Source: an optimization exercise on an open RTL-to-GDS flow (aim: small area, a short achievable clock period and few clock cycles per item). Production flows keep margins and buffers that such runs may drop.
Where RTL was checked, it was by simulation tests only, not by an equivalence proof against the original.
For run 2, only the layout was checked, not whether the RTL still works.

## flow/design.v (module list and top-level ports; edited modules follow where they fit)
// module ysyx_041461_MUL: 1052 lines
module ysyx_041461_MUL(
    input  wire   [0:0]  clk             ,
    input  wire   [0:0]  rst             ,
    input  wire   [0:0]  MUL_valid_in    ,
    input  wire   [1:0]  MUL_signed      ,
    input  wire   [63:0] MUL_multiplicand,
    input  wire   [63:0] MUL_multiplier  ,
    output wire   [0:0]  MUL_valid_out   ,
    output wire   [63:0] MUL_result_hi   ,
    output wire   [63:0] MUL_result_lo
);
  // ...
==> flow/run.sh <==
#!/bin/bash
# synth_recipe.tcl (not shown) runs the flow's synth.tcl, then flattens the netlist and writes it again
# the make line also repeats each setting of config.mk as NAME=value (left out here)
make -C /OpenROAD-flow-scripts/flow DESIGN_CONFIG=/design/flow/config.mk WORK_HOME=/design/flow/orfs CLKGATE_MAP_FILE= SYNTH_SCRIPT=/design/flow/synth_recipe.tcl finish
==> flow/config.mk <==
export PLATFORM = sky130hd
export DESIGN_NAME = ysyx_041461_MUL
export DESIGN_NICKNAME = ysyx_041461_MUL
export VERILOG_FILES = /design/flow/design.v
export SDC_FILE = /design/flow/constraint.sdc
export NUM_CORES = 4
export LEC_CHECK = 0
export CAP_MARGIN = 20
export CELL_PAD_IN_SITES_DETAIL_PLACEMENT = 1
export CELL_PAD_IN_SITES_GLOBAL_PLACEMENT = 2
export CORE_MARGIN = 2
export CORE_UTILIZATION = 30
export SLEW_MARGIN = 20
==> flow/constraint.sdc <==
create_clock -name core_clock -period 8.0 [get_ports {clk}]
set_input_delay 1.6000 -clock core_clock [delete_from_list [all_inputs] [get_ports {clk}]]
set_output_delay 1.6000 -clock core_clock [all_outputs]
set_load 0.01 [all_outputs]
==> run summary, run 1 <==
Die Y 296.2 um; layout cells sized above 1 0.06664; top cell type's share of synthesized area 0.2775; Setup crit start C[48]$_DFF_P_; met2 GRT Util 0.3749; WS Path Type reg -> reg; worst-path fanout max 6; worst hold slack 0.3541 ns; count leader, synth dfxtp_1; status complete, no violations; filler cell count in the final layout 9455; drt total wl 92.77 mm; worst slack, placed 3.379 ns; register area 7412 sq um; Slowest-stage cell, CP a2111oi_2; setup TNS 0 ns; Core Region 84880 sq um; RR Endpoint hi[57]$_DFF_P_; Initial Utilization 0.3018; fraction of area in multi-input gates 0.5400; routed length on met3 3.451 mm; WP depth 12; largest family of logic cells by synthesized area adder cells; Clock Path Buffers 3; CTS Buf Count 48; Post-synth EDFFs 0; Vias/cell 5.015; bufs w/o clock 279; Layout clock area frac 0.05385; Area-dominant class multi-input gates; Synth warnings 1; Multi-In Gates 1769; residual DRC count 0; gr ovfl total 0; Most common cell on crit path ha_1; biggest regs C x73, S x73, X x65; post-DP HPWL 68.48 mm; Post-Synthesis Cells 2578; critical path required time 8.50 ns; number of gates resized after CTS 0; vias in the first global route 21.90k
Testbench counts, summed over its fixed seeds: cycles 26,400, items 2,400.
==> run 2: changes to the inputs <==
--- a/flow/design.v
+++ b/flow/design.v
@@ -16,17 +16,27 @@
         idle <= 1'b1;
         ph   <= 10'b0;
     end else begin
         idle <= (idle & ~MUL_valid_in) | ph[10];
         ph   <= {ph[9:1], idle & MUL_valid_in};
     end
 end
 assign MUL_valid_out = ph[10];
-wire first = ph[1];
+wire [2:0] first;
+assign first[0] = ph[1];
+reg first_r1;
+always @(posedge clk) first_r1 <= idle & MUL_valid_in;
+assign first[1] = first_r1;
+reg first_r2;
+always @(posedge clk or posedge rst) begin
+    if (rst) first_r2 <= {1{1'b1}};
+    else     first_r2 <= idle & MUL_valid_in;
+end
+assign first[2] = first_r2;
 wire m01_in = ~MUL_signed[1] & MUL_signed[0];
 reg [64:0] X;
 reg        m01_r, ext_r;
 always @(posedge clk) begin
     X     <= {MUL_signed[1] & MUL_multiplicand[63], MUL_multiplicand};
     m01_r <= m01_in;
     ext_r <= MUL_signed[1] & MUL_signed[0] & MUL_multiplier[63];
 end
@@ -35,109 +45,509 @@
 always @(posedge clk) begin
     if (idle) Q <= MUL_multiplier;
     else      Q <= {chunk, Q[63:8]};
 end
 wire [8:0] win_in = {MUL_multiplier[8:1], 1'b0};
 wire [8:0] win_q  = {ph[7] ? ext_r : Q[16], Q[15:8]};
 wire [8:0] win    = idle ? win_in : win_q;
 wire       mz     = idle ? m01_in : m01_r;
-reg [3:0] sel_neg, sel_one, sel_two;
-integer e;
-always @(posedge clk) begin
-    for (e = 0; e < 4; e = e + 1) begin
-        sel_neg[e] <= ~mz & win[2*e+2];
-        sel_one[e] <= ~mz & (win[2*e+1] ^ win[2*e]);
-        sel_two[e] <= ~mz & ((win[2*e+2] & ~win[2*e+1] & ~win[2*e]) |
-                             (~win[2*e+2] & win[2*e+1] & win[2*e]));
-    end
+wire [3:0] enc_neg, enc_one, enc_two;
+genvar e;
+generate for (e = 0; e < 4; e = e + 1) begin : enc
+    assign enc_neg[e] = ~mz & win[2*e+2];
+    assign enc_one[e] = ~mz & (win[2*e+1] ^ win[2*e]);
+    assign enc_two[e] = ~mz & ((win[2*e+2] & ~win[2*e+1] & ~win[2*e]) |
+                               (~win[2*e+2] & win[2*e+1] & win[2*e]));
+end endgenerate
+reg [3:0] sel_neg0, sel_one0, sel_two0;
+always @(posedge clk) {sel_neg0, sel_one0, sel_two0} <= {enc_neg, enc_one, enc_two};
+reg [3:0] sel_neg1, sel_one1, sel_two1;
+always @(posedge clk or posedge rst) begin
+    if (rst) {sel_neg1, sel_one1, sel_two1} <= {12{1'b0}};
+    else     {sel_neg1, sel_one1, sel_two1} <= {enc_neg, enc_one, enc_two};
+end
+reg [3:0] sel_neg2, sel_one2, sel_two2;
+always @(posedge clk or posedge rst) begin
+    if (rst) {sel_neg2, sel_one2, sel_two2} <= {12{1'b1}};
+    else     {sel_neg2, sel_one2, sel_two2} <= {enc_neg, enc_one, enc_two};
 end
 wire [65:0] pp0;
 wire [65:0] pp1;
 wire [65:0] pp2;
 wire [65:0] pp3;
 wire [65:0] Xs = {X[64], X};
 wire [65:0] X2 = {X, 1'b0};
-assign pp0[64:0] = ((Xs[64:0] & {65{sel_one[0]}}) | (X2[64:0] & {65{sel_two[0]}})) ^ {65{sel_neg[0]}};
-assign pp0[65] = ~((X[64] & (sel_one[0] | sel_two[0])) ^ sel_neg[0]);
-assign pp1[64:0] = ((Xs[64:0] & {65{sel_one[1]}}) | (X2[64:0] & {65{sel_two[1]}})) ^ {65{sel_neg[1]}};
-assign pp1[65] = ~((X[64] & (sel_one[1] | sel_two[1])) ^ sel_neg[1]);
-assign pp2[64:0] = ((Xs[64:0] & {65{sel_one[2]}}) | (X2[64:0] & {65{sel_two[2]}})) ^ {65{sel_neg[2]}};
-assign pp2[65] = ~((X[64] & (sel_one[2] | sel_two[2])) ^ sel_neg[2]);
-assign pp3[64:0] = ((Xs[64:0] & {65{sel_one[3]}}) | (X2[64:0] & {65{sel_two[3]}})) ^ {65{sel_neg[3]}};
-assign pp3[65] = ~((X[64] & (sel_one[3] | sel_two[3])) ^ sel_neg[3]);
+assign pp0[0] = ((Xs[0] & sel_one0[0]) | (X2[0] & sel_two0[0])) ^ sel_neg0[0];
+assign pp0[1] = ((Xs[1] & sel_one0[0]) | (X2[1] & sel_two0[0])) ^ sel_neg0[0];
+assign pp0[2] = ((Xs[2] & sel_one0[0]) | (X2[2] & sel_two0[0])) ^ sel_neg0[0];
+assign pp0[3] = ((Xs[3] & sel_one0[0]) | (X2[3] & sel_two0[0])) ^ sel_neg0[0];
+assign pp0[4] = ((Xs[4] & sel_one0[0]) | (X2[4] & sel_two0[0])) ^ sel_neg0[0];
+assign pp0[5] = ((Xs[5] & sel_one0[0]) | (X2[5] & sel_two0[0])) ^ sel_neg0[0];
+assign pp0[6] = ((Xs[6] & sel_one0[0]) | (X2[6] & sel_two0[0])) ^ sel_neg0[0];
+assign pp0[7] = ((Xs[7] & sel_one0[0]) | (X2[7] & sel_two0[0])) ^ sel_neg0[0];
+assign pp0[8] = ((Xs[8] & sel_one0[0]) | (X2[8] & sel_two0[0])) ^ sel_neg0[0];
+assign pp0[9] = ((Xs[9] & sel_one0[0]) | (X2[9] & sel_two0[0])) ^ sel_neg0[0];
+assign pp0[10] = ((Xs[10] & sel_one0[0]) | (X2[10] & sel_two0[0])) ^ sel_neg0[0];
+assign pp0[11] = ((Xs[11] & sel_one0[0]) | (X2[11] & sel_two0[0])) ^ sel_neg0[0];
+assign pp0[12] = ((Xs[12] & sel_one0[0]) | (X2[12] & sel_two0[0])) ^ sel_neg0[0];
+assign pp0[13] = ((Xs[13] & sel_one0[0]) | (X2[13] & sel_two0[0])) ^ sel_neg0[0];
+assign pp0[14] = ((Xs[14] & sel_one0[0]) | (X2[14] & sel_two0[0])) ^ sel_neg0[0];
+assign pp0[15] = ((Xs[15] & sel_one0[0]) | (X2[15] & sel_two0[0])) ^ sel_neg0[0];
+assign pp0[16] = ((Xs[16] & sel_one0[0]) | (X2[16] & sel_two0[0])) ^ sel_neg0[0];
+assign pp0[17] = ((Xs[17] & sel_one0[0]) | (X2[17] & sel_two0[0])) ^ sel_neg0[0];
+assign pp0[18] = ((Xs[18] & sel_one0[0]) | (X2[18] & sel_two0[0])) ^ sel_neg0[0];
+assign pp0[19] = ((Xs[19] & sel_one0[0]) | (X2[19] & sel_two0[0])) ^ sel_neg0[0];
+assign pp0[20] = ((Xs[20] & sel_one0[0]) | (X2[20] & sel_two0[0])) ^ sel_neg0[0];
+assign pp0[21] = ((Xs[21] & sel_one0[0]) | (X2[21] & sel_two0[0])) ^ sel_neg0[0];
+assign pp0[22] = ((Xs[22] & sel_one1[0]) | (X2[22] & sel_two1[0])) ^ sel_neg1[0];
+assign pp0[23] = ((Xs[23] & sel_one1[0]) | (X2[23] & sel_two1[0])) ^ sel_neg1[0];
+assign pp0[24] = ((Xs[24] & sel_one1[0]) | (X2[24] & sel_two1[0])) ^ sel_neg1[0];
+assign pp0[25] = ((Xs[25] & sel_one1[0]) | (X2[25] & sel_two1[0])) ^ sel_neg1[0];
+assign pp0[26] = ((Xs[26] & sel_one1[0]) | (X2[26] & sel_two1[0])) ^ sel_neg1[0];
+assign pp0[27] = ((Xs[27] & sel_one1[0]) | (X2[27] & sel_two1[0])) ^ sel_neg1[0];
+assign pp0[28] = ((Xs[28] & sel_one1[0]) | (X2[28] & sel_two1[0])) ^ sel_neg1[0];
+assign pp0[29] = ((Xs[29] & sel_one1[0]) | (X2[29] & sel_two1[0])) ^ sel_neg1[0];
+assign pp0[30] = ((Xs[30] & sel_one1[0]) | (X2[30] & sel_two1[0])) ^ sel_neg1[0];
+assign pp0[31] = ((Xs[31] & sel_one1[0]) | (X2[31] & sel_two1[0])) ^ sel_neg1[0];
+assign pp0[32] = ((Xs[32] & sel_one1[0]) | (X2[32] & sel_two1[0])) ^ sel_neg1[0];
+assign pp0[33] = ((Xs[33] & sel_one1[0]) | (X2[33] & sel_two1[0])) ^ sel_neg1[0];
+assign pp0[34] = ((Xs[34] & sel_one1[0]) | (X2[34] & sel_two1[0])) ^ sel_neg1[0];
+assign pp0[35] = ((Xs[35] & sel_one1[0]) | (X2[35] & sel_two1[0])) ^ sel_neg1[0];
+assign pp0[36] = ((Xs[36] & sel_one1[0]) | (X2[36] & sel_two1[0])) ^ sel_neg1[0];
+assign pp0[37] = ((Xs[37] & sel_one1[0]) | (X2[37] & sel_two1[0])) ^ sel_neg1[0];
+assign pp0[38] = ((Xs[38] & sel_one1[0]) | (X2[38] & sel_two1[0])) ^ sel_neg1[0];
+assign pp0[39] = ((Xs[39] & sel_one1[0]) | (X2[39] & sel_two1[0])) ^ sel_neg1[0];
+assign pp0[40] = ((Xs[40] & sel_one1[0]) | (X2[40] & sel_two1[0])) ^ sel_neg1[0];
+assign pp0[41] = ((Xs[41] & sel_one1[0]) | (X2[41] & sel_two1[0])) ^ sel_neg1[0];
+assign pp0[42] = ((Xs[42] & sel_one1[0]) | (X2[42] & sel_two1[0])) ^ sel_neg1[0];
+assign pp0[43] = ((Xs[43] & sel_one1[0]) | (X2[43] & sel_two1[0])) ^ sel_neg1[0];
+assign pp0[44] = ((Xs[44] & sel_one2[0]) | (X2[44] & sel_two2[0])) ^ sel_neg2[0];
+assign pp0[45] = ((Xs[45] & sel_one2[0]) | (X2[45] & sel_two2[0])) ^ sel_neg2[0];
+assign pp0[46] = ((Xs[46] & sel_one2[0]) | (X2[46] & sel_two2[0])) ^ sel_neg2[0];
+assign pp0[47] = ((Xs[47] & sel_one2[0]) | (X2[47] & sel_two2[0])) ^ sel_neg2[0];
+assign pp0[48] = ((Xs[48] & sel_one2[0]) | (X2[48] & sel_two2[0])) ^ sel_neg2[0];
+assign pp0[49] = ((Xs[49] & sel_one2[0]) | (X2[49] & sel_two2[0])) ^ sel_neg2[0];
+assign pp0[50] = ((Xs[50] & sel_one2[0]) | (X2[50] & sel_two2[0])) ^ sel_neg2[0];
+assign pp0[51] = ((Xs[51] & sel_one2[0]) | (X2[51] & sel_two2[0])) ^ sel_neg2[0];
+assign pp0[52] = ((Xs[52] & sel_one2[0]) | (X2[52] & sel_two2[0])) ^ sel_neg2[0];
+assign pp0[53] = ((Xs[53] & sel_one2[0]) | (X2[53] & sel_two2[0])) ^ sel_neg2[0];
+assign pp0[54] = ((Xs[54] & sel_one2[0]) | (X2[54] & sel_two2[0])) ^ sel_neg2[0];
+assign pp0[55] = ((Xs[55] & sel_one2[0]) | (X2[55] & sel_two2[0])) ^ sel_neg2[0];
+assign pp0[56] = ((Xs[56] & sel_one2[0]) | (X2[56] & sel_two2[0])) ^ sel_neg2[0];
+assign pp0[57] = ((Xs[57] & sel_one2[0]) | (X2[57] & sel_two2[0])) ^ sel_neg2[0];
+assign pp0[58] = ((Xs[58] & sel_one2[0]) | (X2[58] & sel_two2[0])) ^ sel_neg2[0];
+assign pp0[59] = ((Xs[59] & sel_one2[0]) | (X2[59] & sel_two2[0])) ^ sel_neg2[0];
+assign pp0[60] = ((Xs[60] & sel_one2[0]) | (X2[60] & sel_two2[0])) ^ sel_neg2[0];
+assign pp0[61] = ((Xs[61] & sel_one2[0]) | (X2[61] & sel_two2[0])) ^ sel_neg2[0];
+assign pp0[62] = ((Xs[62] & sel_one2[0]) | (X2[62] & sel_two2[0])) ^ sel_neg2[0];
+assign pp0[63] = ((Xs[63] & sel_one2[0]) | (X2[63] & sel_two2[0])) ^ sel_neg2[0];
+assign pp0[64] = ((Xs[64] & sel_one2[0]) | (X2[64] & sel_two2[0])) ^ sel_neg2[0];
+assign pp0[65] = ~((X[64] & (sel_one2[0] | sel_two2[0])) ^ sel_neg2[0]);
+assign pp1[0] = ((Xs[0] & sel_one0[1]) | (X2[0] & sel_two0[1])) ^ sel_neg0[1];
+assign pp1[1] = ((Xs[1] & sel_one0[1]) | (X2[1] & sel_two0[1])) ^ sel_neg0[1];
+assign pp1[2] = ((Xs[2] & sel_one0[1]) | (X2[2] & sel_two0[1])) ^ sel_neg0[1];
+assign pp1[3] = ((Xs[3] & sel_one0[1]) | (X2[3] & sel_two0[1])) ^ sel_neg0[1];
+assign pp1[4] = ((Xs[4] & sel_one0[1]) | (X2[4] & sel_two0[1])) ^ sel_neg0[1];
+assign pp1[5] = ((Xs[5] & sel_one0[1]) | (X2[5] & sel_two0[1])) ^ sel_neg0[1];
+assign pp1[6] = ((Xs[6] & sel_one0[1]) | (X2[6] & sel_two0[1])) ^ sel_neg0[1];
+assign pp1[7] = ((Xs[7] & sel_one0[1]) | (X2[7] & sel_two0[1])) ^ sel_neg0[1];
+assign pp1[8] = ((Xs[8] & sel_one0[1]) | (X2[8] & sel_two0[1])) ^ sel_neg0[1];
+assign pp1[9] = ((Xs[9] & sel_one0[1]) | (X2[9] & sel_two0[1])) ^ sel_neg0[1];
+assign pp1[10] = ((Xs[10] & sel_one0[1]) | (X2[10] & sel_two0[1])) ^ sel_neg0[1];
+assign pp1[11] = ((Xs[11] & sel_one0[1]) | (X2[11] & sel_two0[1])) ^ sel_neg0[1];
+assign pp1[12] = ((Xs[12] & sel_one0[1]) | (X2[12] & sel_two0[1])) ^ sel_neg0[1];
+assign pp1[13] = ((Xs[13] & sel_one0[1]) | (X2[13] & sel_two0[1])) ^ sel_neg0[1];
+assign pp1[14] = ((Xs[14] & sel_one0[1]) | (X2[14] & sel_two0[1])) ^ sel_neg0[1];
+assign pp1[15] = ((Xs[15] & sel_one0[1]) | (X2[15] & sel_two0[1])) ^ sel_neg0[1];
+assign pp1[16] = ((Xs[16] & sel_one0[1]) | (X2[16] & sel_two0[1])) ^ sel_neg0[1];
+assign pp1[17] = ((Xs[17] & sel_one0[1]) | (X2[17] & sel_two0[1])) ^ sel_neg0[1];
+assign pp1[18] = ((Xs[18] & sel_one0[1]) | (X2[18] & sel_two0[1])) ^ sel_neg0[1];
+assign pp1[19] = ((Xs[19] & sel_one0[1]) | (X2[19] & sel_two0[1])) ^ sel_neg0[1];
+assign pp1[20] = ((Xs[20] & sel_one0[1]) | (X2[20] & sel_two0[1])) ^ sel_neg0[1];
+assign pp1[21] = ((Xs[21] & sel_one0[1]) | (X2[21] & sel_two0[1])) ^ sel_neg0[1];
+assign pp1[22] = ((Xs[22] & sel_one1[1]) | (X2[22] & sel_two1[1])) ^ sel_neg1[1];
+assign pp1[23] = ((Xs[23] & sel_one1[1]) | (X2[23] & sel_two1[1])) ^ sel_neg1[1];
+assign pp1[24] = ((Xs[24] & sel_one1[1]) | (X2[24] & sel_two1[1])) ^ sel_neg1[1];
+assign pp1[25] = ((Xs[25] & sel_one1[1]) | (X2[25] & sel_two1[1])) ^ sel_neg1[1];
+assign pp1[26] = ((Xs[26] & sel_one1[1]) | (X2[26] & sel_two1[1])) ^ sel_neg1[1];
+assign pp1[27] = ((Xs[27] & sel_one1[1]) | (X2[27] & sel_two1[1])) ^ sel_neg1[1];
+assign pp1[28] = ((Xs[28] & sel_one1[1]) | (X2[28] & sel_two1[1])) ^ sel_neg1[1];
+assign pp1[29] = ((Xs[29] & sel_one1[1]) | (X2[29] & sel_two1[1])) ^ sel_neg1[1];
+assign pp1[30] = ((Xs[30] & sel_one1[1]) | (X2[30] & sel_two1[1])) ^ sel_neg1[1];
+assign pp1[31] = ((Xs[31] & sel_one1[1]) | (X2[31] & sel_two1[1])) ^ sel_neg1[1];
+assign pp1[32] = ((Xs[32] & sel_one1[1]) | (X2[32] & sel_two1[1])) ^ sel_neg1[1];
+assign pp1[33] = ((Xs[33] & sel_one1[1]) | (X2[33] & sel_two1[1])) ^ sel_neg1[1];
+assign pp1[34] = ((Xs[34] & sel_one1[1]) | (X2[34] & sel_two1[1])) ^ sel_neg1[1];
+assign pp1[35] = ((Xs[35] & sel_one1[1]) | (X2[35] & sel_two1[1])) ^ sel_neg1[1];
+assign pp1[36] = ((Xs[36] & sel_one1[1]) | (X2[36] & sel_two1[1])) ^ sel_neg1[1];
+assign pp1[37] = ((Xs[37] & sel_one1[1]) | (X2[37] & sel_two1[1])) ^ sel_neg1[1];
+assign pp1[38] = ((Xs[38] & sel_one1[1]) | (X2[38] & sel_two1[1])) ^ sel_neg1[1];
+assign pp1[39] = ((Xs[39] & sel_one1[1]) | (X2[39] & sel_two1[1])) ^ sel_neg1[1];
+assign pp1[40] = ((Xs[40] & sel_one1[1]) | (X2[40] & sel_two1[1])) ^ sel_neg1[1];
+assign pp1[41] = ((Xs[41] & sel_one1[1]) | (X2[41] & sel_two1[1])) ^ sel_neg1[1];
+assign pp1[42] = ((Xs[42] & sel_one1[1]) | (X2[42] & sel_two1[1])) ^ sel_neg1[1];
+assign pp1[43] = ((Xs[43] & sel_one1[1]) | (X2[43] & sel_two1[1])) ^ sel_neg1[1];
+assign pp1[44] = ((Xs[44] & sel_one2[1]) | (X2[44] & sel_two2[1])) ^ sel_neg2[1];
+assign pp1[45] = ((Xs[45] & sel_one2[1]) | (X2[45] & sel_two2[1])) ^ sel_neg2[1];
+assign pp1[46] = ((Xs[46] & sel_one2[1]) | (X2[46] & sel_two2[1])) ^ sel_neg2[1];
+assign pp1[47] = ((Xs[47] & sel_one2[1]) | (X2[47] & sel_two2[1])) ^ sel_neg2[1];
+assign pp1[48] = ((Xs[48] & sel_one2[1]) | (X2[48] & sel_two2[1])) ^ sel_neg2[1];
+assign pp1[49] = ((Xs[49] & sel_one2[1]) | (X2[49] & sel_two2[1])) ^ sel_neg2[1];
+assign pp1[50] = ((Xs[50] & sel_one2[1]) | (X2[50] & sel_two2[1])) ^ sel_neg2[1];
+assign pp1[51] = ((Xs[51] & sel_one2[1]) | (X2[51] & sel_two2[1])) ^ sel_neg2[1];
+assign pp1[52] = ((Xs[52] & sel_one2[1]) | (X2[52] & sel_two2[1])) ^ sel_neg2[1];
+assign pp1[53] = ((Xs[53] & sel_one2[1]) | (X2[53] & sel_two2[1])) ^ sel_neg2[1];
+assign pp1[54] = ((Xs[54] & sel_one2[1]) | (X2[54] & sel_two2[1])) ^ sel_neg2[1];
+assign pp1[55] = ((Xs[55] & sel_one2[1]) | (X2[55] & sel_two2[1])) ^ sel_neg2[1];
+assign pp1[56] = ((Xs[56] & sel_one2[1]) | (X2[56] & sel_two2[1])) ^ sel_neg2[1];
+assign pp1[57] = ((Xs[57] & sel_one2[1]) | (X2[57] & sel_two2[1])) ^ sel_neg2[1];
+assign pp1[58] = ((Xs[58] & sel_one2[1]) | (X2[58] & sel_two2[1])) ^ sel_neg2[1];
+assign pp1[59] = ((Xs[59] & sel_one2[1]) | (X2[59] & sel_two2[1])) ^ sel_neg2[1];
+assign pp1[60] = ((Xs[60] & sel_one2[1]) | (X2[60] & sel_two2[1])) ^ sel_neg2[1];
+assign pp1[61] = ((Xs[61] & sel_one2[1]) | (X2[61] & sel_two2[1])) ^ sel_neg2[1];
+assign pp1[62] = ((Xs[62] & sel_one2[1]) | (X2[62] & sel_two2[1])) ^ sel_neg2[1];
+assign pp1[63] = ((Xs[63] & sel_one2[1]) | (X2[63] & sel_two2[1])) ^ sel_neg2[1];
+assign pp1[64] = ((Xs[64] & sel_one2[1]) | (X2[64] & sel_two2[1])) ^ sel_neg2[1];
+assign pp1[65] = ~((X[64] & (sel_one2[1] | sel_two2[1])) ^ sel_neg2[1]);
+assign pp2[0] = ((Xs[0] & sel_one0[2]) | (X2[0] & sel_two0[2])) ^ sel_neg0[2];
+assign pp2[1] = ((Xs[1] & sel_one0[2]) | (X2[1] & sel_two0[2])) ^ sel_neg0[2];
+assign pp2[2] = ((Xs[2] & sel_one0[2]) | (X2[2] & sel_two0[2])) ^ sel_neg0[2];
+assign pp2[3] = ((Xs[3] & sel_one0[2]) | (X2[3] & sel_two0[2])) ^ sel_neg0[2];
+assign pp2[4] = ((Xs[4] & sel_one0[2]) | (X2[4] & sel_two0[2])) ^ sel_neg0[2];
+assign pp2[5] = ((Xs[5] & sel_one0[2]) | (X2[5] & sel_two0[2])) ^ sel_neg0[2];
+assign pp2[6] = ((Xs[6] & sel_one0[2]) | (X2[6] & sel_two0[2])) ^ sel_neg0[2];
+assign pp2[7] = ((Xs[7] & sel_one0[2]) | (X2[7] & sel_two0[2])) ^ sel_neg0[2];
+assign pp2[8] = ((Xs[8] & sel_one0[2]) | (X2[8] & sel_two0[2])) ^ sel_neg0[2];
+assign pp2[9] = ((Xs[9] & sel_one0[2]) | (X2[9] & sel_two0[2])) ^ sel_neg0[2];
+assign pp2[10] = ((Xs[10] & sel_one0[2]) | (X2[10] & sel_two0[2])) ^ sel_neg0[2];
+assign pp2[11] = ((Xs[11] & sel_one0[2]) | (X2[11] & sel_two0[2])) ^ sel_neg0[2];
+assign pp2[12] = ((Xs[12] & sel_one0[2]) | (X2[12] & sel_two0[2])) ^ sel_neg0[2];
+assign pp2[13] = ((Xs[13] & sel_one0[2]) | (X2[13] & sel_two0[2])) ^ sel_neg0[2];
+assign pp2[14] = ((Xs[14] & sel_one0[2]) | (X2[14] & sel_two0[2])) ^ sel_neg0[2];
+assign pp2[15] = ((Xs[15] & sel_one0[2]) | (X2[15] & sel_two0[2])) ^ sel_neg0[2];
+assign pp2[16] = ((Xs[16] & sel_one0[2]) | (X2[16] & sel_two0[2])) ^ sel_neg0[2];
+assign pp2[17] = ((Xs[17] & sel_one0[2]) | (X2[17] & sel_two0[2])) ^ sel_neg0[2];
+assign pp2[18] = ((Xs[18] & sel_one0[2]) | (X2[18] & sel_two0[2])) ^ sel_neg0[2];
+assign pp2[19] = ((Xs[19] & sel_one0[2]) | (X2[19] & sel_two0[2])) ^ sel_neg0[2];
+assign pp2[20] = ((Xs[20] & sel_one0[2]) | (X2[20] & sel_two0[2])) ^ sel_neg0[2];
+assign pp2[21] = ((Xs[21] & sel_one0[2]) | (X2[21] & sel_two0[2])) ^ sel_neg0[2];
+assign pp2[22] = ((Xs[22] & sel_one1[2]) | (X2[22] & sel_two1[2])) ^ sel_neg1[2];
+assign pp2[23] = ((Xs[23] & sel_one1[2]) | (X2[23] & sel_two1[2])) ^ sel_neg1[2];
+assign pp2[24] = ((Xs[24] & sel_one1[2]) | (X2[24] & sel_two1[2])) ^ sel_neg1[2];
+assign pp2[25] = ((Xs[25] & sel_one1[2]) | (X2[25] & sel_two1[2])) ^ sel_neg1[2];
+assign pp2[26] = ((Xs[26] & sel_one1[2]) | (X2[26] & sel_two1[2])) ^ sel_neg1[2];
+assign pp2[27] = ((Xs[27] & sel_one1[2]) | (X2[27] & sel_two1[2])) ^ sel_neg1[2];
+assign pp2[28] = ((Xs[28] & sel_one1[2]) | (X2[28] & sel_two1[2])) ^ sel_neg1[2];
+assign pp2[29] = ((Xs[29] & sel_one1[2]) | (X2[29] & sel_two1[2])) ^ sel_neg1[2];
+assign pp2[30] = ((Xs[30] & sel_one1[2]) | (X2[30] & sel_two1[2])) ^ sel_neg1[2];
+assign pp2[31] = ((Xs[31] & sel_one1[2]) | (X2[31] & sel_two1[2])) ^ sel_neg1[2];
+assign pp2[32] = ((Xs[32] & sel_one1[2]) | (X2[32] & sel_two1[2])) ^ sel_neg1[2];
+assign pp2[33] = ((Xs[33] & sel_one1[2]) | (X2[33] & sel_two1[2])) ^ sel_neg1[2];
+assign pp2[34] = ((Xs[34] & sel_one1[2]) | (X2[34] & sel_two1[2])) ^ sel_neg1[2];
+assign pp2[35] = ((Xs[35] & sel_one1[2]) | (X2[35] & sel_two1[2])) ^ sel_neg1[2];
+assign pp2[36] = ((Xs[36] & sel_one1[2]) | (X2[36] & sel_two1[2])) ^ sel_neg1[2];
+assign pp2[37] = ((Xs[37] & sel_one1[2]) | (X2[37] & sel_two1[2])) ^ sel_neg1[2];
+assign pp2[38] = ((Xs[38] & sel_one1[2]) | (X2[38] & sel_two1[2])) ^ sel_neg1[2];
+assign pp2[39] = ((Xs[39] & sel_one1[2]) | (X2[39] & sel_two1[2])) ^ sel_neg1[2];
+assign pp2[40] = ((Xs[40] & sel_one1[2]) | (X2[40] & sel_two1[2])) ^ sel_neg1[2];
+assign pp2[41] = ((Xs[41] & sel_one1[2]) | (X2[41] & sel_two1[2])) ^ sel_neg1[2];
+assign pp2[42] = ((Xs[42] & sel_one1[2]) | (X2[42] & sel_two1[2])) ^ sel_neg1[2];
+assign pp2[43] = ((Xs[43] & sel_one1[2]) | (X2[43] & sel_two1[2])) ^ sel_neg1[2];
+assign pp2[44] = ((Xs[44] & sel_one2[2]) | (X2[44] & sel_two2[2])) ^ sel_neg2[2];
+assign pp2[45] = ((Xs[45] & sel_one2[2]) | (X2[45] & sel_two2[2])) ^ sel_neg2[2];
+assign pp2[46] = ((Xs[46] & sel_one2[2]) | (X2[46] & sel_two2[2])) ^ sel_neg2[2];
+assign pp2[47] = ((Xs[47] & sel_one2[2]) | (X2[47] & sel_two2[2])) ^ sel_neg2[2];
+assign pp2[48] = ((Xs[48] & sel_one2[2]) | (X2[48] & sel_two2[2])) ^ sel_neg2[2];
+assign pp2[49] = ((Xs[49] & sel_one2[2]) | (X2[49] & sel_two2[2])) ^ sel_neg2[2];
+assign pp2[50] = ((Xs[50] & sel_one2[2]) | (X2[50] & sel_two2[2])) ^ sel_neg2[2];
+assign pp2[51] = ((Xs[51] & sel_one2[2]) | (X2[51] & sel_two2[2])) ^ sel_neg2[2];
+assign pp2[52] = ((Xs[52] & sel_one2[2]) | (X2[52] & sel_two2[2])) ^ sel_neg2[2];
+assign pp2[53] = ((Xs[53] & sel_one2[2]) | (X2[53] & sel_two2[2])) ^ sel_neg2[2];
+assign pp2[54] = ((Xs[54] & sel_one2[2]) | (X2[54] & sel_two2[2])) ^ sel_neg2[2];
+assign pp2[55] = ((Xs[55] & sel_one2[2]) | (X2[55] & sel_two2[2])) ^ sel_neg2[2];
+assign pp2[56] = ((Xs[56] & sel_one2[2]) | (X2[56] & sel_two2[2])) ^ sel_neg2[2];
+assign pp2[57] = ((Xs[57] & sel_one2[2]) | (X2[57] & sel_two2[2])) ^ sel_neg2[2];
+assign pp2[58] = ((Xs[58] & sel_one2[2]) | (X2[58] & sel_two2[2])) ^ sel_neg2[2];
+assign pp2[59] = ((Xs[59] & sel_one2[2]) | (X2[59] & sel_two2[2])) ^ sel_neg2[2];
+assign pp2[60] = ((Xs[60] & sel_one2[2]) | (X2[60] & sel_two2[2])) ^ sel_neg2[2];
+assign pp2[61] = ((Xs[61] & sel_one2[2]) | (X2[61] & sel_two2[2])) ^ sel_neg2[2];
+assign pp2[62] = ((Xs[62] & sel_one2[2]) | (X2[62] & sel_two2[2])) ^ sel_neg2[2];
+assign pp2[63] = ((Xs[63] & sel_one2[2]) | (X2[63] & sel_two2[2])) ^ sel_neg2[2];
+assign pp2[64] = ((Xs[64] & sel_one2[2]) | (X2[64] & sel_two2[2])) ^ sel_neg2[2];
+assign pp2[65] = ~((X[64] & (sel_one2[2] | sel_two2[2])) ^ sel_neg2[2]);
+assign pp3[0] = ((Xs[0] & sel_one0[3]) | (X2[0] & sel_two0[3])) ^ sel_neg0[3];
+assign pp3[1] = ((Xs[1] & sel_one0[3]) | (X2[1] & sel_two0[3])) ^ sel_neg0[3];
+assign pp3[2] = ((Xs[2] & sel_one0[3]) | (X2[2] & sel_two0[3])) ^ sel_neg0[3];
+assign pp3[3] = ((Xs[3] & sel_one0[3]) | (X2[3] & sel_two0[3])) ^ sel_neg0[3];
+assign pp3[4] = ((Xs[4] & sel_one0[3]) | (X2[4] & sel_two0[3])) ^ sel_neg0[3];
+assign pp3[5] = ((Xs[5] & sel_one0[3]) | (X2[5] & sel_two0[3])) ^ sel_neg0[3];
+assign pp3[6] = ((Xs[6] & sel_one0[3]) | (X2[6] & sel_two0[3])) ^ sel_neg0[3];
+assign pp3[7] = ((Xs[7] & sel_one0[3]) | (X2[7] & sel_two0[3])) ^ sel_neg0[3];
+assign pp3[8] = ((Xs[8] & sel_one0[3]) | (X2[8] & sel_two0[3])) ^ sel_neg0[3];
+assign pp3[9] = ((Xs[9] & sel_one0[3]) | (X2[9] & sel_two0[3])) ^ sel_neg0[3];
+assign pp3[10] = ((Xs[10] & sel_one0[3]) | (X2[10] & sel_two0[3])) ^ sel_neg0[3];
+assign pp3[11] = ((Xs[11] & sel_one0[3]) | (X2[11] & sel_two0[3])) ^ sel_neg0[3];
+assign pp3[12] = ((Xs[12] & sel_one0[3]) | (X2[12] & sel_two0[3])) ^ sel_neg0[3];
+assign pp3[13] = ((Xs[13] & sel_one0[3]) | (X2[13] & sel_two0[3])) ^ sel_neg0[3];
+assign pp3[14] = ((Xs[14] & sel_one0[3]) | (X2[14] & sel_two0[3])) ^ sel_neg0[3];
+assign pp3[15] = ((Xs[15] & sel_one0[3]) | (X2[15] & sel_two0[3])) ^ sel_neg0[3];
+assign pp3[16] = ((Xs[16] & sel_one0[3]) | (X2[16] & sel_two0[3])) ^ sel_neg0[3];
+assign pp3[17] = ((Xs[17] & sel_one0[3]) | (X2[17] & sel_two0[3])) ^ sel_neg0[3];
+assign pp3[18] = ((Xs[18] & sel_one0[3]) | (X2[18] & sel_two0[3])) ^ sel_neg0[3];
+assign pp3[19] = ((Xs[19] & sel_one0[3]) | (X2[19] & sel_two0[3])) ^ sel_neg0[3];
+assign pp3[20] = ((Xs[20] & sel_one0[3]) | (X2[20] & sel_two0[3])) ^ sel_neg0[3];
+assign pp3[21] = ((Xs[21] & sel_one0[3]) | (X2[21] & sel_two0[3])) ^ sel_neg0[3];
+assign pp3[22] = ((Xs[22] & sel_one1[3]) | (X2[22] & sel_two1[3])) ^ sel_neg1[3];
+assign pp3[23] = ((Xs[23] & sel_one1[3]) | (X2[23] & sel_two1[3])) ^ sel_neg1[3];
+assign pp3[24] = ((Xs[24] & sel_one1[3]) | (X2[24] & sel_two1[3])) ^ sel_neg1[3];
+assign pp3[25] = ((Xs[25] & sel_one1[3]) | (X2[25] & sel_two1[3])) ^ sel_neg1[3];
+assign pp3[26] = ((Xs[26] & sel_one1[3]) | (X2[26] & sel_two1[3])) ^ sel_neg1[3];
+assign pp3[27] = ((Xs[27] & sel_one1[3]) | (X2[27] & sel_two1[3])) ^ sel_neg1[3];
+assign pp3[28] = ((Xs[28] & sel_one1[3]) | (X2[28] & sel_two1[3])) ^ sel_neg1[3];
+assign pp3[29] = ((Xs[29] & sel_one1[3]) | (X2[29] & sel_two1[3])) ^ sel_neg1[3];
+assign pp3[30] = ((Xs[30] & sel_one1[3]) | (X2[30] & sel_two1[3])) ^ sel_neg1[3];
+assign pp3[31] = ((Xs[31] & sel_one1[3]) | (X2[31] & sel_two1[3])) ^ sel_neg1[3];
+assign pp3[32] = ((Xs[32] & sel_one1[3]) | (X2[32] & sel_two1[3])) ^ sel_neg1[3];
+assign pp3[33] = ((Xs[33] & sel_one1[3]) | (X2[33] & sel_two1[3])) ^ sel_neg1[3];
+assign pp3[34] = ((Xs[34] & sel_one1[3]) | (X2[34] & sel_two1[3])) ^ sel_neg1[3];
+assign pp3[35] = ((Xs[35] & sel_one1[3]) | (X2[35] & sel_two1[3])) ^ sel_neg1[3];
+assign pp3[36] = ((Xs[36] & sel_one1[3]) | (X2[36] & sel_two1[3])) ^ sel_neg1[3];
+assign pp3[37] = ((Xs[37] & sel_one1[3]) | (X2[37] & sel_two1[3])) ^ sel_neg1[3];
+assign pp3[38] = ((Xs[38] & sel_one1[3]) | (X2[38] & sel_two1[3])) ^ sel_neg1[3];
+assign pp3[39] = ((Xs[39] & sel_one1[3]) | (X2[39] & sel_two1[3])) ^ sel_neg1[3];
+assign pp3[40] = ((Xs[40] & sel_one1[3]) | (X2[40] & sel_two1[3])) ^ sel_neg1[3];
+assign pp3[41] = ((Xs[41] & sel_one1[3]) | (X2[41] & sel_two1[3])) ^ sel_neg1[3];
+assign pp3[42] = ((Xs[42] & sel_one1[3]) | (X2[42] & sel_two1[3])) ^ sel_neg1[3];
+assign pp3[43] = ((Xs[43] & sel_one1[3]) | (X2[43] & sel_two1[3])) ^ sel_neg1[3];
+assign pp3[44] = ((Xs[44] & sel_one2[3]) | (X2[44] & sel_two2[3])) ^ sel_neg2[3];
+assign pp3[45] = ((Xs[45] & sel_one2[3]) | (X2[45] & sel_two2[3])) ^ sel_neg2[3];
+assign pp3[46] = ((Xs[46] & sel_one2[3]) | (X2[46] & sel_two2[3])) ^ sel_neg2[3];
+assign pp3[47] = ((Xs[47] & sel_one2[3]) | (X2[47] & sel_two2[3])) ^ sel_neg2[3];
+assign pp3[48] = ((Xs[48] & sel_one2[3]) | (X2[48] & sel_two2[3])) ^ sel_neg2[3];
+assign pp3[49] = ((Xs[49] & sel_one2[3]) | (X2[49] & sel_two2[3])) ^ sel_neg2[3];
+assign pp3[50] = ((Xs[50] & sel_one2[3]) | (X2[50] & sel_two2[3])) ^ sel_neg2[3];
+assign pp3[51] = ((Xs[51] & sel_one2[3]) | (X2[51] & sel_two2[3])) ^ sel_neg2[3];
+assign pp3[52] = ((Xs[52] & sel_one2[3]) | (X2[52] & sel_two2[3])) ^ sel_neg2[3];
+assign pp3[53] = ((Xs[53] & sel_one2[3]) | (X2[53] & sel_two2[3])) ^ sel_neg2[3];
+assign pp3[54] = ((Xs[54] & sel_one2[3]) | (X2[54] & sel_two2[3])) ^ sel_neg2[3];
+assign pp3[55] = ((Xs[55] & sel_one2[3]) | (X2[55] & sel_two2[3])) ^ sel_neg2[3];
+assign pp3[56] = ((Xs[56] & sel_one2[3]) | (X2[56] & sel_two2[3])) ^ sel_neg2[3];
+assign pp3[57] = ((Xs[57] & sel_one2[3]) | (X2[57] & sel_two2[3])) ^ sel_neg2[3];
+assign pp3[58] = ((Xs[58] & sel_one2[3]) | (X2[58] & sel_two2[3])) ^ sel_neg2[3];
+assign pp3[59] = ((Xs[59] & sel_one2[3]) | (X2[59] & sel_two2[3])) ^ sel_neg2[3];
+assign pp3[60] = ((Xs[60] & sel_one2[3]) | (X2[60] & sel_two2[3])) ^ sel_neg2[3];
+assign pp3[61] = ((Xs[61] & sel_one2[3]) | (X2[61] & sel_two2[3])) ^ sel_neg2[3];
+assign pp3[62] = ((Xs[62] & sel_one2[3]) | (X2[62] & sel_two2[3])) ^ sel_neg2[3];
+assign pp3[63] = ((Xs[63] & sel_one2[3]) | (X2[63] & sel_two2[3])) ^ sel_neg2[3];
+assign pp3[64] = ((Xs[64] & sel_one2[3]) | (X2[64] & sel_two2[3])) ^ sel_neg2[3];
+assign pp3[65] = ~((X[64] & (sel_one2[3] | sel_two2[3])) ^ sel_neg2[3]);
 reg [74:0] S, C;
-reg        n3, rc;
+reg        n3;
 wire       b0 = Q[0] & ~m01_r;
 wire       q0 = b0 & X[64];
 wire [66:0] b0row = {~q0, q0, q0, X[63:0] & {64{b0}}};
-wire [66:0] s_in = S[74:8] & {67{~first}};
-wire [66:0] c_in = first ? b0row : C[74:8];
+wire [66:0] s_in, c_in;
+assign s_in[0] = S[8] & ~first[0];
+assign c_in[0] = first[0] ? b0row[0] : C[8];
+assign s_in[1] = S[9] & ~first[0];
+assign c_in[1] = first[0] ? b0row[1] : C[9];
+assign s_in[2] = S[10] & ~first[0];
+assign c_in[2] = first[0] ? b0row[2] : C[10];
+assign s_in[3] = S[11] & ~first[0];
+assign c_in[3] = first[0] ? b0row[3] : C[11];
+assign s_in[4] = S[12] & ~first[0];
+assign c_in[4] = first[0] ? b0row[4] : C[12];
+assign s_in[5] = S[13] & ~first[0];
+assign c_in[5] = first[0] ? b0row[5] : C[13];
+assign s_in[6] = S[14] & ~first[0];
+assign c_in[6] = first[0] ? b0row[6] : C[14];
+assign s_in[7] = S[15] & ~first[0];
+assign c_in[7] = first[0] ? b0row[7] : C[15];
+assign s_in[8] = S[16] & ~first[0];
+assign c_in[8] = first[0] ? b0row[8] : C[16];
+assign s_in[9] = S[17] & ~first[0];
+assign c_in[9] = first[0] ? b0row[9] : C[17];
+assign s_in[10] = S[18] & ~first[0];
+assign c_in[10] = first[0] ? b0row[10] : C[18];
+assign s_in[11] = S[19] & ~first[0];
+assign c_in[11] = first[0] ? b0row[11] : C[19];
+assign s_in[12] = S[20] & ~first[0];
+assign c_in[12] = first[0] ? b0row[12] : C[20];
+assign s_in[13] = S[21] & ~first[0];
+assign c_in[13] = first[0] ? b0row[13] : C[21];
+assign s_in[14] = S[22] & ~first[0];
+assign c_in[14] = first[0] ? b0row[14] : C[22];
+assign s_in[15] = S[23] & ~first[0];
+assign c_in[15] = first[0] ? b0row[15] : C[23];
+assign s_in[16] = S[24] & ~first[0];
+assign c_in[16] = first[0] ? b0row[16] : C[24];
+assign s_in[17] = S[25] & ~first[0];
+assign c_in[17] = first[0] ? b0row[17] : C[25];
+assign s_in[18] = S[26] & ~first[0];
+assign c_in[18] = first[0] ? b0row[18] : C[26];
+assign s_in[19] = S[27] & ~first[0];
+assign c_in[19] = first[0] ? b0row[19] : C[27];
+assign s_in[20] = S[28] & ~first[0];
+assign c_in[20] = first[0] ? b0row[20] : C[28];
+assign s_in[21] = S[29] & ~first[0];
+assign c_in[21] = first[0] ? b0row[21] : C[29];
+assign s_in[22] = S[30] & ~first[0];
+assign c_in[22] = first[0] ? b0row[22] : C[30];
+assign s_in[23] = S[31] & ~first[1];
+assign c_in[23] = first[1] ? b0row[23] : C[31];
+assign s_in[24] = S[32] & ~first[1];
+assign c_in[24] = first[1] ? b0row[24] : C[32];
+assign s_in[25] = S[33] & ~first[1];
+assign c_in[25] = first[1] ? b0row[25] : C[33];
+assign s_in[26] = S[34] & ~first[1];
+assign c_in[26] = first[1] ? b0row[26] : C[34];
+assign s_in[27] = S[35] & ~first[1];
+assign c_in[27] = first[1] ? b0row[27] : C[35];
+assign s_in[28] = S[36] & ~first[1];
+assign c_in[28] = first[1] ? b0row[28] : C[36];
+assign s_in[29] = S[37] & ~first[1];
+assign c_in[29] = first[1] ? b0row[29] : C[37];
+assign s_in[30] = S[38] & ~first[1];
+assign c_in[30] = first[1] ? b0row[30] : C[38];
+assign s_in[31] = S[39] & ~first[1];
+assign c_in[31] = first[1] ? b0row[31] : C[39];
+assign s_in[32] = S[40] & ~first[1];
+assign c_in[32] = first[1] ? b0row[32] : C[40];
+assign s_in[33] = S[41] & ~first[1];
+assign c_in[33] = first[1] ? b0row[33] : C[41];
+assign s_in[34] = S[42] & ~first[1];
+assign c_in[34] = first[1] ? b0row[34] : C[42];
+assign s_in[35] = S[43] & ~first[1];
+assign c_in[35] = first[1] ? b0row[35] : C[43];
+assign s_in[36] = S[44] & ~first[1];
+assign c_in[36] = first[1] ? b0row[36] : C[44];
+assign s_in[37] = S[45] & ~first[1];
+assign c_in[37] = first[1] ? b0row[37] : C[45];
+assign s_in[38] = S[46] & ~first[1];
+assign c_in[38] = first[1] ? b0row[38] : C[46];
+assign s_in[39] = S[47] & ~first[1];
+assign c_in[39] = first[1] ? b0row[39] : C[47];
+assign s_in[40] = S[48] & ~first[1];
+assign c_in[40] = first[1] ? b0row[40] : C[48];
+assign s_in[41] = S[49] & ~first[1];
+assign c_in[41] = first[1] ? b0row[41] : C[49];
+assign s_in[42] = S[50] & ~first[1];
+assign c_in[42] = first[1] ? b0row[42] : C[50];
+assign s_in[43] = S[51] & ~first[1];
+assign c_in[43] = first[1] ? b0row[43] : C[51];
+assign s_in[44] = S[52] & ~first[1];
+assign c_in[44] = first[1] ? b0row[44] : C[52];
+assign s_in[45] = S[53] & ~first[2];
+assign c_in[45] = first[2] ? b0row[45] : C[53];
+assign s_in[46] = S[54] & ~first[2];
+assign c_in[46] = first[2] ? b0row[46] : C[54];
+assign s_in[47] = S[55] & ~first[2];
+assign c_in[47] = first[2] ? b0row[47] : C[55];
+assign s_in[48] = S[56] & ~first[2];
+assign c_in[48] = first[2] ? b0row[48] : C[56];
+assign s_in[49] = S[57] & ~first[2];
+assign c_in[49] = first[2] ? b0row[49] : C[57];
+assign s_in[50] = S[58] & ~first[2];
+assign c_in[50] = first[2] ? b0row[50] : C[58];
+assign s_in[51] = S[59] & ~first[2];
+assign c_in[51] = first[2] ? b0row[51] : C[59];
+assign s_in[52] = S[60] & ~first[2];
+assign c_in[52] = first[2] ? b0row[52] : C[60];
+assign s_in[53] = S[61] & ~first[2];
+assign c_in[53] = first[2] ? b0row[53] : C[61];
+assign s_in[54] = S[62] & ~first[2];
+assign c_in[54] = first[2] ? b0row[54] : C[62];
+assign s_in[55] = S[63] & ~first[2];
+assign c_in[55] = first[2] ? b0row[55] : C[63];
+assign s_in[56] = S[64] & ~first[2];
+assign c_in[56] = first[2] ? b0row[56] : C[64];
+assign s_in[57] = S[65] & ~first[2];
+assign c_in[57] = first[2] ? b0row[57] : C[65];
+assign s_in[58] = S[66] & ~first[2];
+assign c_in[58] = first[2] ? b0row[58] : C[66];
+assign s_in[59] = S[67] & ~first[2];
+assign c_in[59] = first[2] ? b0row[59] : C[67];
+assign s_in[60] = S[68] & ~first[2];
+assign c_in[60] = first[2] ? b0row[60] : C[68];
+assign s_in[61] = S[69] & ~first[2];
+assign c_in[61] = first[2] ? b0row[61] : C[69];
+assign s_in[62] = S[70] & ~first[2];
+assign c_in[62] = first[2] ? b0row[62] : C[70];
+assign s_in[63] = S[71] & ~first[2];
+assign c_in[63] = first[2] ? b0row[63] : C[71];
+assign s_in[64] = S[72] & ~first[2];
+assign c_in[64] = first[2] ? b0row[64] : C[72];
+assign s_in[65] = S[73] & ~first[2];
+assign c_in[65] = first[2] ? b0row[65] : C[73];
+assign s_in[66] = S[74] & ~first[2];
+assign c_in[66] = first[2] ? b0row[66] : C[74];
 wire [71:0] A, B;
 assign A[6:0] = S[6:0];
 assign B[7:0] = {1'b0, C[6:0]};
 assign A[7] = S[7] ^ C[7] ^ n3;
 assign B[8] = (S[7] & C[7]) | (S[7] & n3) | (C[7] & n3);
 assign A[71:8] = S[71:8] ^ C[71:8];
 assign B[71:9] = S[70:8] & C[70:8];
-wire [71:0] V = A + B + {71'b0, rc};
-wire [8:0] low = A[7:0] + B[7:0] + {7'b0, rc};
+wire [71:0] V = A + B;
+wire [8:0] low = A[7:0] + B[7:0];
 assign chunk = V[7:0];
-wire inj = B[8] & ~first;
+wire inj = B[8] & ~first[0];
+wire c8 = low[8] & ~first[0];
 reg [63:0] hi;
 always @(posedge clk) begin
     hi <= V[71:8];
 end
 assign MUL_result_hi = hi;
 assign MUL_result_lo = Q;
 wire t1, t2;
-assign t1 = s_in[0] ^ c_in[0];
-assign t2 = s_in[0] & c_in[0];
+assign t1 = s_in[0] ^ c_in[0] ^ inj;
+assign t2 = (s_in[0] & c_in[0]) | (s_in[0] & inj) | (c_in[0] & inj);
 wire t3, t4;
-assign t3 = s_in[1] ^ c_in[1] ^ sel_neg[0];
-assign t4 = (s_in[1] & c_in[1]) | (s_in[1] & sel_neg[0]) | (c_in[1] & sel_neg[0]);
+assign t3 = s_in[1] ^ c_in[1] ^ sel_neg0[0];
+assign t4 = (s_in[1] & c_in[1]) | (s_in[1] & sel_neg0[0]) | (c_in[1] & sel_neg0[0]);
 wire t5, t6;
-assign t5 = t2 ^ pp0[0];
-assign t6 = t2 & pp0[0];
+assign t5 = pp0[0] ^ t3;
+assign t6 = pp0[0] & t3;
 wire t7, t8;
 assign t7 = s_in[2] ^ c_in[2] ^ pp0[1];
 assign t8 = (s_in[2] & c_in[2]) | (s_in[2] & pp0[1]) | (c_in[2] & pp0[1]);
 wire t9, t10;
 assign t9 = t4 ^ t6;
 assign t10 = t4 & t6;
 wire t11, t12;
-assign t11 = s_in[3] ^ c_in[3] ^ sel_neg[1];
-assign t12 = (s_in[3] & c_in[3]) | (s_in[3] & sel_neg[1]) | (c_in[3] & sel_neg[1]);
+assign t11 = s_in[3] ^ c_in[3] ^ sel_neg0[1];
+assign t12 = (s_in[3] & c_in[3]) | (s_in[3] & sel_neg0[1]) | (c_in[3] & sel_neg0[1]);
 wire t13, t14;
 assign t13 = pp0[2] ^ pp1[0] ^ t11;
 assign t14 = (pp0[2] & pp1[0]) | (pp0[2] & t11) | (pp1[0] & t11);
 wire t15, t16;
 assign t15 = t8 ^ t10;
 assign t16 = t8 & t10;
 wire t17, t18;
 assign t17 = s_in[4] ^ c_in[4] ^ pp0[3];
 assign t18 = (s_in[4] & c_in[4]) | (s_in[4] & pp0[3]) | (c_in[4] & pp0[3]);
 wire t19, t20;
 assign t19 = pp1[1] ^ t12 ^ t14;
 assign t20 = (pp1[1] & t12) | (pp1[1] & t14) | (t12 & t14);
 wire t21, t22;
 assign t21 = t17 ^ t16;
 assign t22 = t17 & t16;
 wire t23, t24;
-assign t23 = s_in[5] ^ c_in[5] ^ sel_neg[2];
-assign t24 = (s_in[5] & c_in[5]) | (s_in[5] & sel_neg[2]) | (c_in[5] & sel_neg[2]);
+assign t23 = s_in[5] ^ c_in[5] ^ sel_neg0[2];
+assign t24 = (s_in[5] & c_in[5]) | (s_in[5] & sel_neg0[2]) | (c_in[5] & sel_neg0[2]);
 wire t25, t26;
 assign t25 = pp0[4] ^ pp1[2] ^ pp2[0];
 assign t26 = (pp0[4] & pp1[2]) | (pp0[4] & pp2[0]) | (pp1[2] & pp2[0]);
 wire t27, t28;
 assign t27 = t23 ^ t18 ^ t25;
 assign t28 = (t23 & t18) | (t23 & t25) | (t18 & t25);
 wire t29, t30;
-assign t29 = t20 ^ t22;
-assign t30 = t20 & t22;
+assign t29 = t20 ^ t27;
+assign t30 = t20 & t27;
 wire t31, t32;
 assign t31 = s_in[6] ^ c_in[6] ^ pp0[5];
 assign t32 = (s_in[6] & c_in[6]) | (s_in[6] & pp0[5]) | (c_in[6] & pp0[5]);
 wire t33, t34;
 assign t33 = pp1[3] ^ pp2[1] ^ t24;
 assign t34 = (pp1[3] & pp2[1]) | (pp1[3] & t24) | (pp2[1] & t24);
 wire t35, t36;
 assign t35 = t26 ^ t31 ^ t33;
@@ -889,26 +1299,26 @@
 wire t533, t534;
 assign t533 = pp2[65] ^ pp3[63] ^ t530;
 assign t534 = (pp2[65] & pp3[63]) | (pp2[65] & t530) | (pp3[63] & t530);
 wire t535, t536;
 assign t535 = 1'b1 ^ pp3[64];
 assign t536 = 1'b1 & pp3[64];
 wire [74:0] Sn, Cn;
 assign Sn[0] = t1;
-assign Cn[0] = inj;
-assign Sn[1] = t3;
+assign Cn[0] = c8;
+assign Sn[1] = t2;
 assign Cn[1] = t5;
 assign Sn[2] = t7;
 assign Cn[2] = t9;
 assign Sn[3] = t13;
 assign Cn[3] = t15;
 assign Sn[4] = t19;
 assign Cn[4] = t21;
-assign Sn[5] = t27;
+assign Sn[5] = t22;
 assign Cn[5] = t29;
 assign Sn[6] = t30;
 assign Cn[6] = t37;
 assign Sn[7] = t38;
 assign Cn[7] = t45;
 assign Sn[8] = t46;
 assign Cn[8] = t53;
 assign Sn[9] = t54;
@@ -1041,12 +1451,11 @@
 assign Cn[72] = t536;
 assign Sn[73] = 1'b1;
 assign Cn[73] = 1'b0;
 assign Sn[74] = 1'b0;
 assign Cn[74] = 1'b0;
 always @(posedge clk) begin
     S  <= Sn;
     C  <= Cn;
-    n3 <= sel_neg[3];
-    rc <= low[8] & ~first;
+    n3 <= sel_neg0[3];
 end
 endmodule
==> flow/config.mk (replaced) <==
export PLATFORM = sky130hd
export DESIGN_NAME = ysyx_041461_MUL
export DESIGN_NICKNAME = ysyx_041461_MUL
export VERILOG_FILES = /design/flow/design.v
export SDC_FILE = /design/flow/constraint.sdc
export NUM_CORES = 4
export LEC_CHECK = 0
export ABC_CLOCK_PERIOD_IN_PS = 1500
export CAP_MARGIN = 20
export CELL_PAD_IN_SITES_DETAIL_PLACEMENT = 1
export CELL_PAD_IN_SITES_GLOBAL_PLACEMENT = 2
export CORE_MARGIN = 2
export CORE_UTILIZATION = 30
export SETUP_SLACK_MARGIN = 5
export SLEW_MARGIN = 20
==> run 2 against run 1 <==
  * Clock skew decreased by 0.0021 ns
  * Global-route usage decreased by 1.2 points
  * Register-to-register slack improved by 1.6 ns
  * Maximum frequency increased by 53%
  * Critical path depth decreased by 1
  * Synthesized area increased by 2.0%
  * Via count about the same
  * Cell count increased by 1.2%
  * Largest cell class unchanged
  * Still clean
  * Utilization increased by 1.5 points
  * Wire length decreased by 2.1%
==> run summary, run 2 <==
Hold/Removal Path Class reg -> reg; Initial Utilization 0.3021 (+0.0003637); most frequent cells in the layout 323 x dfxtp_1, 256 x a22oi_1, 256 x fa_1; count leader, synth dfxtp_1; Post-Synthesis Cells 2567 (-0.43%); Synth Register Bits 391; Max Clk Rate 328.8 MHz; clock latency (worst-skew pair) 0.63 ns; final critical-path required period 3.041 ns; worst slack, placed 4.167 ns (+0.7886 ns); WS Path Type reg -> reg; biggest regs C x73, S x73, X x65; Die Y 299.1 um (+0.99%); worst-path fanout max 5 (-1); register area share after synthesis 0.3071; simple-gate share of the synthesized area 0.07336; max_slew headroom 0.4177; clk slew on worst S/H paths 0.06 ns; setup violators final 0; final hold vios 0; gr ovfl total 0 (unchanged); residual DRC count 0 (unchanged); Synth Flop Type dfxtp_1; Final period util 0.3801; Avg WL per Cell 23.16 um; Synth area leader dfxtp_1; crit start category flip-flop; post-DP HPWL 68.54 mm (about the same); Clock Path Buffers 3 (unchanged); CTS Buf Count 51 (+6.3%); layout cells sized above 1 0.1403 (+0.07368); DIE AREA 89470 sq um; RSZ-0062 raised after global routing yes; TritonCTS Sinks 391; r2r setup slk 4.96 ns; Final WS setup 4.959 ns; DR vias 19.45k; hold_buf cts 0; commonest non-fill, non-tap cell in the layout dfxtp_1; Core Region 86480 sq um (+1.9%); vias in the first global route 21.48k (-1.9%); critical path required time 8.52 ns (+0.02 ns); mapped cell area 26130 sq um; Detailed Route Iter0 Violations 1056; H-tree lvl count 2; area share of fa/ha/maj cells after synthesis 0.2661; FFs w/ async S/R, synth 0.09207; Final GP Congestion 0.8758; IO Count 262; worst hold slack 0.3477 ns (-0.006460 ns); Slew @ Worst Pin 0.8734 ns; fraction of the mapped netlist area in compound gates 0.1512; drt total wl 90.87 mm (-2.1%); Post-Synth XOR/XNOR Area 0.1126; IO Port Bufs 261; die width 299.1 um; # rows 108; Pins Over Slew Limit 0; crit path DAT 3.56 ns; largest net degree at the start of global routing 80; Vias/cell 4.958 (-1.1%); CP Capture Type flip-flop; top cells by area, synth dfxtp_1 27%, fa_1 20%, xnor2_1 8.6%; setup TNS 0 ns (unchanged); Syn Nets 3101; Post-synth EDFFs 0 (unchanged); final net count 3257; initial antenna violation count 8; post-synthesis mux area share 0.02519; fin util 0.3759; CTS Root Buffer Type clkbuf_16; Routed Antenna Nets 0; top cell type's share of synthesized area 0.2720 (-0.005474); Yosys cell types 70; Synth warnings 1 (unchanged); CTS tree built; syn_area_per_cell 10.18 sq um; global-route wire length before repair 137.6 mm; largest family of logic cells by synthesized area adder cells; max cap viols 0; Layout area overhead 24.41%; Clock Skews 0.02471 ns; Synth top cells by count 355 x dfxtp_1, 258 x fa_1, 256 x a22oi_1, 256 x xnor2_1, 233 x inv_1; status complete, no violations; GRT Util Overall 0.2008; TritonRoute pass-1 iters 5
## run 2: kinds of logic after synthesis
family / Yosys count
adder cells (fa/ha/maj): 401
buffers and inverters: 444
XOR/XNOR: 336
AND/OR/NAND/NOR: 356
flip-flops: 391
multiplexers: 59
AO/OA/AOI/OAI: 580
## run 2: final timing paths
kind | end | start | cells past startpoint
max in group asynchronous | sel_one1[3]$_DFF_PP0_ | rst[0] | 3
worst max-delay path | hi[62]$_DFF_P_ | C[32]$_DFF_P_ | 11
worst min-delay path | ph[3]$_DFF_PP0_ | ph[2]$_DFF_PP0_ | 0
worst min register to register | ph[3]$_DFF_PP0_ | ph[2]$_DFF_PP0_ | 0
worst max register to register | hi[62]$_DFF_P_ | C[32]$_DFF_P_ | 11
min in group asynchronous | sel_two1[1]$_DFF_PP0_ | rst[0] | 3
## run 2: area by class of cell
cell class | instances | area (sq um)
Clock buffer | 63 | 1401
Antenna cell | 3 | 7.507
Timing Repair Buffer | 311 | 2935
Multi-Input combinational cell | 1734 | 17390
Inverter | 234 | 880.8
Sequential cell | 391 | 8132
Fill cell | 9528 | 53980
Clock inverter | 32 | 314.1
Tap cell | 1155 | 1445
## run 2: through the flow
step	cells	cell area, sq um
global placement	3785	29480
floorplan	2567	26130
finish	3923	32510
CTS	3906	32010
detailed placement	3785	29480
global route	3921	32500
## run 2: timing repair
item                       4_1_cts  5_1_grt
hold endpoints to repair         0        0
pin swaps                       40       21
buffers inserted                25       12
gates resized for setup        308       70
setup endpoints to repair      301       99
gates cloned                     1        2
## run 2: critical path: stages (launching register included)
cell and delay, ns:
dfxtp_1 0.33, ha_1 0.34, ha_4 0.29, buf_4 0.14, nand2_1 0.09, or3_1 0.42, or4_1 0.47, a2bb2oi_4 0.22
o311ai_4 0.24, buf_6 0.16, a31oi_2 0.10, xnor2_1 0.15
## run 2: metal layers
metal,up-vias,share of wire,wire [um],global-route usage
met5,-,0,0,0
met3,82,0.045,4106,0.02979
met2,424,0.47,42820,0.3298
li1,8908,-,-,-
met4,0,0.015,1382,0.03905
met1,10040,0.47,42560,0.2814
